This design comes from an exercise in tuning for small area on the open sky130 flow, not from production work. Only simulation tests tie the RTL to the original design; equivalence was not proved. Power figures rest on the tool's default switching activity, not on a simulated workload.

== run A ==
Design Panorama, start of the top module:
module Panorama(SW, KEY, CLOCK_50, LEDR, HEX0, HEX1, HEX2, HEX3, HEX4, HEX5, HEX6, HEX7, LEDG);
For scale: ~110 I/O pins, ~0.0042 mm^2 of cells after synthesis.
clock: 25.0 ns
lec_check: 0
cap_margin: 20
core_margin: 2
core_utilization: 60
cts_buf_list: sky130_fd_sc_hd__clkbuf_2 sky130_fd_sc_hd__clkbuf_4 sky130_fd_sc_hd__clkbuf_8
slew_margin: 20
standard.sh (not shown) runs the stock make flow with config.mk's settings and CLKGATE_MAP_FILE= SYNTH_SCRIPT=/design/flow/synth_recipe.tcl, a recipe that flattens the netlist after the stock synthesis.
==> flow/flow/run.sh <==
#!/bin/bash
# The standard ORFS layout (standard.sh) with these changes:
#  - synthesis: adders are not extracted into adder cells and ABC maps the logic with an
#    area-oriented script (flow/synth.tcl, flow/area.abc); registers are unchanged;
#  - port buffers are the smallest buffer cell instead of the one buffer_ports picks;
#  - clock tree synthesis adds no dummy loads and uses small clock buffers.
# The output of the whole run goes to flow.log (ORFS keeps each step's log under orfs/logs).
set -euo pipefail
export FLOW_WORK="$PWD"
export FLOW_ABC_SCRIPT="$PWD/flow/area.abc"
export BUFFER_PORTS_ARGS="-buffer_cell sky130_fd_sc_hd__buf_1"
export CTS_ARGS="-sink_clustering_enable -repair_clock_nets -dont_use_dummy_load -buf_list {sky130_fd_sc_hd__clkbuf_4}"
bash standard.sh SYNTH_SCRIPT="$PWD/flow/synth.tcl" finish > flow.log 2>&1
==> flow/flow/area.abc <==
&get -n
&st
&deepsyn -T 30
&put
dch
amap
==> flow/flow/synth.tcl <==
# The standard synthesis (the same steps as synth_recipe.tcl) with two differences in the
# combinational logic only:
#  - Yosys's extract_fa is skipped, so adders stay plain gates that ABC can optimise freely;
#  - ABC maps the logic with flow/area.abc (area-oriented) instead of ORFS's speed script.
# Registers are mapped by the standard steps before ABC runs, so they are the standard
# synthesis's own (same names, count and cell types).
proc synth {args} { yosys synth -nofsm -noshare {*}$args }
proc extract_fa {args} { puts "extract_fa skipped" }
proc abc {args} {
  set i [lsearch -exact $args -script]
  if {$i >= 0} { set args [lreplace $args [expr {$i + 1}] [expr {$i + 1}] $::env(FLOW_ABC_SCRIPT)] }
  yosys abc {*}$args
}
source $::env(SCRIPTS_DIR)/synth.tcl
# left out here: clear keep_hierarchy, flatten, clean up, hide names made inside functions, write 1_2_yosys.v
Run A: all stages complete, timing, DRC and antenna checks passed
Input-level comparison between run B and run A:
diff --git a/flow/flow/run.sh b/flow/flow/run.sh
--- a/flow/flow/run.sh
+++ b/flow/flow/run.sh
@@ -10,4 +10,4 @@
 export FLOW_ABC_SCRIPT="$PWD/flow/area.abc"
 export BUFFER_PORTS_ARGS="-buffer_cell sky130_fd_sc_hd__buf_1"
-export CTS_ARGS="-sink_clustering_enable -repair_clock_nets -dont_use_dummy_load -buf_list {sky130_fd_sc_hd__clkbuf_4}"
+export CTS_ARGS="-sink_clustering_enable -repair_clock_nets -dont_use_dummy_load -sink_clustering_size 64 -sink_clustering_max_diameter 500 -buf_list {sky130_fd_sc_hd__clkbuf_16}"
 bash standard.sh SYNTH_SCRIPT="$PWD/flow/synth.tcl" finish > flow.log 2>&1
--- outcome ---
No stage failed in run B, and the final checks on the layout all came back clean.
Looking at run A and run B, the area of the core is a wash.
Run B vs. run A: time the worst path needs with I/O delays and setup down 0.016 ns, total non-filler cell area in the finished layout went up about 3.4%, total power draw up 23%.
Here is what was changed in the inputs of run C compared with run B.
diff --git a/flow/flow/run.sh b/flow/flow/run.sh
--- a/flow/flow/run.sh
+++ b/flow/flow/run.sh
@@ -10,4 +10,4 @@
 export FLOW_ABC_SCRIPT="$PWD/flow/area.abc"
 export BUFFER_PORTS_ARGS="-buffer_cell sky130_fd_sc_hd__buf_1"
-export CTS_ARGS="-sink_clustering_enable -repair_clock_nets -dont_use_dummy_load -sink_clustering_size 64 -sink_clustering_max_diameter 500 -buf_list {sky130_fd_sc_hd__clkbuf_16}"
+export CTS_ARGS="-sink_clustering_enable -repair_clock_nets -dont_use_dummy_load -sink_clustering_size 32 -sink_clustering_max_diameter 300 -buf_list {sky130_fd_sc_hd__clkbuf_8}"
 bash standard.sh SYNTH_SCRIPT="$PWD/flow/synth.tcl" finish > flow.log 2>&1
Run C vs run B, all-layer global routing usage went down by 0.42 points. [run C vs run B] fraction of power consumed by the clock network: lower in run C. When the final numbers for run B and run C were put side by side, the synthesis-to-layout area growth turned out to be greater in run B. Post-layout minimum cycle time ends up lower on run B. Changes observed in run C relative to run B: final area -about 2%; met3 layer wire length in the routed design -12%; power -36 uW; sequential share of layout area +0.61 points; number of fill cells +about 3.5%. Run B → run C: share of post-route cells with drive strength above 1 stayed essentially flat; setup slack fell by 0.0082 ns.

## port drivers added, routing unchanged
How much do the figures lean on ideal ports? The routed layouts below were timed once more, with nothing changed but the port constraints. Step 1 assumes that a clkbuf_16 drives the clock port and a buf_2 every other input. Step 2 adds t to the input delays and takes it off the output delays; t is the mean of the earliest and latest rising clock arrival at the registers after step 1. Input paths then give back, and output paths get back, about the clock's delay inside the block. Three values: ideal, step 1, step 2; two values: the first two.
| run | t, ns | setup WS [ns] | hold slack, ns | worst slew at a driven data input, ns | pins driven straight from the clock port |
|---|---|---|---|---|---|
| run A | 0.435 | 13.785 / 13.762 / 13.762 | 0.444 / 0.444 / 0.444 | 0.04 | 1 |
| run B | 0.358 | 13.801 / 13.778 / 13.778 | 0.438 / 0.438 / 0.438 | 0.04 | 1 |
| run C | 0.364 | 13.793 / 13.770 / 13.770 | 0.439 / 0.439 / 0.439 | 0.04 | 1 |
After both steps every run listed still meets setup and hold.
